Context: an optimization exercise on an open-source flow, tuned for small area. The choices shown serve that exercise and are no tape-out recipe. In this exercise RTL edits were held to simulation tests only and were not proved equivalent to the original. No driver is modelled on the clock port, so clock power and skew are understated where the tree is cut down; a real chip needs a root buffer or a tree. Power is estimated from default activity; no workload was simulated.

v13:
## mastermind
module mastermind(
    input clk,
    input rst,
    input enterA,
    input enterB,
    input [2:0] letterIn,
    output [7:0] LEDX,
    output [6:0] SSD3,
    output [6:0] SSD2,
    output [6:0] SSD1,
    output [6:0] SSD0
);
==> flow/config.mk <==
export PLATFORM = sky130hd
export DESIGN_NAME = mastermind
export DESIGN_NICKNAME = mastermind
export VERILOG_FILES = /design/flow/design.v
export SDC_FILE = /design/flow/constraint.sdc
export NUM_CORES = 4
export LEC_CHECK = 0
export CAP_MARGIN = 20
export CORE_MARGIN = 2
export CORE_UTILIZATION = 70
export GPL_TIMING_DRIVEN = 0
export SLEW_MARGIN = 20
==> flow/constraint.sdc <==
create_clock -name core_clock -period 10.0 [get_ports {clk}]
set_input_delay 2.0000 -clock core_clock [delete_from_list [all_inputs] [get_ports {clk}]]
set_output_delay 2.0000 -clock core_clock [all_outputs]
set_load 0.01 [all_outputs]
standard.sh (not shown) runs the stock make flow with config.mk's settings and CLKGATE_MAP_FILE= SYNTH_SCRIPT=/design/flow/synth_recipe.tcl, a recipe that flattens the netlist after the stock synthesis.
==> flow/flow/run.sh <==
#!/bin/bash
# Own layout flow: the standard flow (standard.sh) with
#  - synthesis through flow/synth.tcl: the same registers as the standard synthesis;
#    the logic is mapped by a deeper, area-oriented ABC script (flow/abc.script), and
#    adders are left to ABC (no ADDER_MAP_FILE),
#  - no pass-through buffers in synthesis (SYNTH_INSBUF=0): every port gets its own
#    buffer in placement anyway,
#  - port buffers made with the smallest buffer cell (sky130_fd_sc_hd__buf_1),
#  - a flat clock tree: the clock port drives three buffers (buf_6), each at the centre
#    of a cluster of registers (flow/pre_cts.tcl), instead of TritonCTS's H-tree.
# make's output (every tool's) goes to make.log here; ORFS's per-step logs are in orfs/logs/.
set -euo pipefail
HERE=$(pwd)
bash standard.sh SYNTH_SCRIPT=$HERE/flow/synth.tcl ADDER_MAP_FILE= SYNTH_INSBUF=0 \
  "BUFFER_PORTS_ARGS=-buffer_cell sky130_fd_sc_hd__buf_1" \
  PRE_CTS_TCL=$HERE/flow/pre_cts.tcl CLK_BUF_CELL=sky130_fd_sc_hd__buf_6 CLK_CLUSTERS=3 \
  finish > $HERE/make.log 2>&1
==> flow/flow/abc.script <==
strash; &get -n; &deepsyn -T 60; &put; &get -n; &dch -f; &nf -R 1000 -E 100 -C 32 -F 10; &put
==> flow/flow/pre_cts.tcl <==
# Clock tree: the design has few registers, so the clock port drives a few clock
# buffers directly (at most CLK_CLUSTERS, each at the centre of a cluster of
# registers) and TritonCTS, which builds a deeper H-tree, is skipped.
set cts_cell $::env(CLK_BUF_CELL)
set k $::env(CLK_CLUSTERS)
set blk [ord::get_db_block]
set dbu [$blk getDefUnits]
set clk_net [$blk findNet clk]
set pts {}
foreach it [$clk_net getITerms] {
  set bb [[$it getInst] getBBox]
  lappend pts [list [expr {([$bb xMin] + [$bb xMax]) / 2.0 / $dbu}] \
                    [expr {([$bb yMin] + [$bb yMax]) / 2.0 / $dbu}] \
                    "[[$it getInst] getName]/[[$it getMTerm] getName]"]
}
# k-means, seeded along the x then y extent
set sorted [lsort -real -index 0 $pts]
set n [llength $sorted]
set cents {}
for {set c 0} {$c < $k} {incr c} {
  set p [lindex $sorted [expr {int(($c + 0.5) * $n / $k)}]]
  lappend cents [list [lindex $p 0] [lindex $p 1]]
}
for {set iter 0} {$iter < 50} {incr iter} {
  set sums {}
  for {set c 0} {$c < $k} {incr c} { lappend sums [list 0.0 0.0 0] }
  set assign {}
  foreach p $pts {
    set best 0; set bd 1e30
    for {set c 0} {$c < $k} {incr c} {
      set d [expr {abs([lindex $p 0] - [lindex $cents $c 0]) + abs([lindex $p 1] - [lindex $cents $c 1])}]
      if {$d < $bd} { set bd $d; set best $c }
    }
    lappend assign $best
    set s [lindex $sums $best]
    lset sums $best [list [expr {[lindex $s 0] + [lindex $p 0]}] [expr {[lindex $s 1] + [lindex $p 1]}] [expr {[lindex $s 2] + 1}]]
  }
  for {set c 0} {$c < $k} {incr c} {
    set s [lindex $sums $c]
    if {[lindex $s 2] > 0} { lset cents $c [list [expr {[lindex $s 0] / [lindex $s 2]}] [expr {[lindex $s 1] / [lindex $s 2]}]] }
  }
}
for {set c 0} {$c < $k} {incr c} {
  set loads {}
  foreach p $pts a $assign { if {$a == $c} { lappend loads [get_pins [lindex $p 2]] } }
  if {[llength $loads] == 0} continue
  puts "clock buffer $c: $cts_cell, [llength $loads] registers, at [lindex $cents $c]"
  insert_buffer -buffer_cell $cts_cell -net clk -load_pins $loads -location [lindex $cents $c] \
    -buffer_name clkbuf_leaf_$c -net_name clk_leaf_$c
}
foreach it [$clk_net getITerms] {
  set cnet [[[$it getInst] findITerm X] getNet]
  $cnet setSigType CLOCK
  puts "[[$it getInst] getName] drives [expr {[llength [$cnet getITerms]] - 1}] pins"
}
rename clock_tree_synthesis __orfs_clock_tree_synthesis
proc clock_tree_synthesis {args} { puts "clock_tree_synthesis skipped: clock buffers inserted before" }
Other scripts of this flow, unchanged in this note and not shown: flow/flow/synth.tcl
The inputs of v49 differ from those of v13 as listed below.
==> flow/flow/abc.script <==
strash; &get -n; &deepsyn -T 600; &put; &get -n; &dch -f; &nf -R 1000 -E 100 -C 32 -F 10; &put
[summary]
- Status | v13 and v49 | clean
- On area of all placed cells without fillers: between v13 and v49, it ends up higher for v13.
- Per the comparison of v49 with v13, worst setup slack after placement rose by 0.074 ns, logic gate share of total power went down 10 points, via count of the first global-routing pass now sits lower.
[inputs] v24 vs v49
--- a/flow/flow/run.sh
+++ b/flow/flow/run.sh
@@ -9 +9 @@
-#  - a flat clock tree: the clock port drives three buffers (buf_6), each at the centre
+#  - a flat clock tree: the clock port drives three clock buffers, each at the centre
@@ -16 +16 @@
-  PRE_CTS_TCL=$HERE/flow/pre_cts.tcl CLK_BUF_CELL=sky130_fd_sc_hd__buf_6 CLK_CLUSTERS=3 \
+  PRE_CTS_TCL=$HERE/flow/pre_cts.tcl CLK_BUF_CELL=sky130_fd_sc_hd__clkbuf_8 CLK_CLUSTERS=3 \
==> flow/flow/abc.script <==
strash; &get -n; &deepsyn -T 60; &put; &get -n; &dch -f; &nf -R 1000 -E 100 -C 32 -F 10; &put
## What came out
Looking at the reports, v24 completed the entire flow and the layout it produced met the timing, design-rule and antenna checks.
Looking at global-route met3 utilization, v24 sits 0.64 points higher than v49 does.
Between v49 and v24, core outline area is lower for v49, v24 comes in above that.
Proportion of power drawn by combinational gates ends up higher on v24.
Fmax sits lower in v24 than in v49.
Arrival time of data at the critical path endpoint came out higher on v24 than on v49.
Going from v49 to v24, pin slew with the least headroom to its limit has decreased; multi-input logic cell count has increased; area growth from synthesis to layout has increased; wire length after detailed routing has increased.
There was hardly any difference in critical path's largest stage delay between v24 and v49.
Re core utilization: v49 was lower than v24.
For v55, these inputs were changed with respect to v24:
--- a/flow/flow/run.sh
+++ b/flow/flow/run.sh
@@ -9 +9 @@
-#  - a flat clock tree: the clock port drives three clock buffers, each at the centre
+#  - a flat clock tree: the clock port drives three buffers (buf_6), each at the centre
@@ -16 +16 @@
-  PRE_CTS_TCL=$HERE/flow/pre_cts.tcl CLK_BUF_CELL=sky130_fd_sc_hd__clkbuf_8 CLK_CLUSTERS=3 \
+  PRE_CTS_TCL=$HERE/flow/pre_cts.tcl CLK_BUF_CELL=sky130_fd_sc_hd__buf_6 CLK_CLUSTERS=3 \
==> flow/flow/abc.script <==
strash; &get -n; &deepsyn -T 300; &put; &get -n; &dch -f; &nf -R 1000 -E 100 -C 32 -F 10; &put
[summary]
- Summary of v55 over v24: met1 global-route usage now sits lower, routed wire length shows a reduction of 91 microns, power per standard cell area lower, final area shows a reduction of 28 sq um.
- Global-route wire length before repair | v55 below v24
- Power share of the clock group (v55 over v24): increase, 3.4 points
- Of the two candidates, v24 has the worse power and v55 the better one.
- Sequential share of layout area (v55 over v24): increase, 0.41 points
- Relative to v24, v55 improves clock period minus worst slack.
- The net switching share of the total power of v55 falls short of that of v24 by 5.3 points.
- Relative to v24, the minimum setup slack after placement of v55 is higher by 0.074 ns.
No run of this note takes its clock network from TritonCTS; it comes from the design's own scripts or RTL.

## static timing again, ports no longer ideal
No port has a modelled driver above. Below, the same layouts with a new extraction and two added sets of constraints. Step 1 assumes that a clkbuf_16 drives the clock port and a buf_2 every other input. Step 2 times the ports against the registers' clock, not the clock port: input delays grow and output delays shrink by t, the midpoint of the rising clock arrivals with the driver on. Slacks: no drivers / after step 1 / after step 2; pairs: no drivers / after step 1.
| run | t (ns) | slack for setup (ns) | latest minus earliest clock arrival (ns) | cell pins on the clock port's net |
|---|---|---|---|---|
| v13 | 0.166 | 4.042 / 4.021 / 4.021 | 0.017 / 0.018 | 3 |
| v49 | 0.164 | 4.061 / 4.041 / 4.041 | 0.018 / 0.018 | 3 |
| v24 | 0.186 | 4.040 / 4.019 / 4.019 | 0.018 / 0.018 | 3 |
| v55 | 0.164 | 4.061 / 4.041 / 4.041 | 0.018 / 0.018 | 3 |
After both steps every run listed still meets setup and hold.
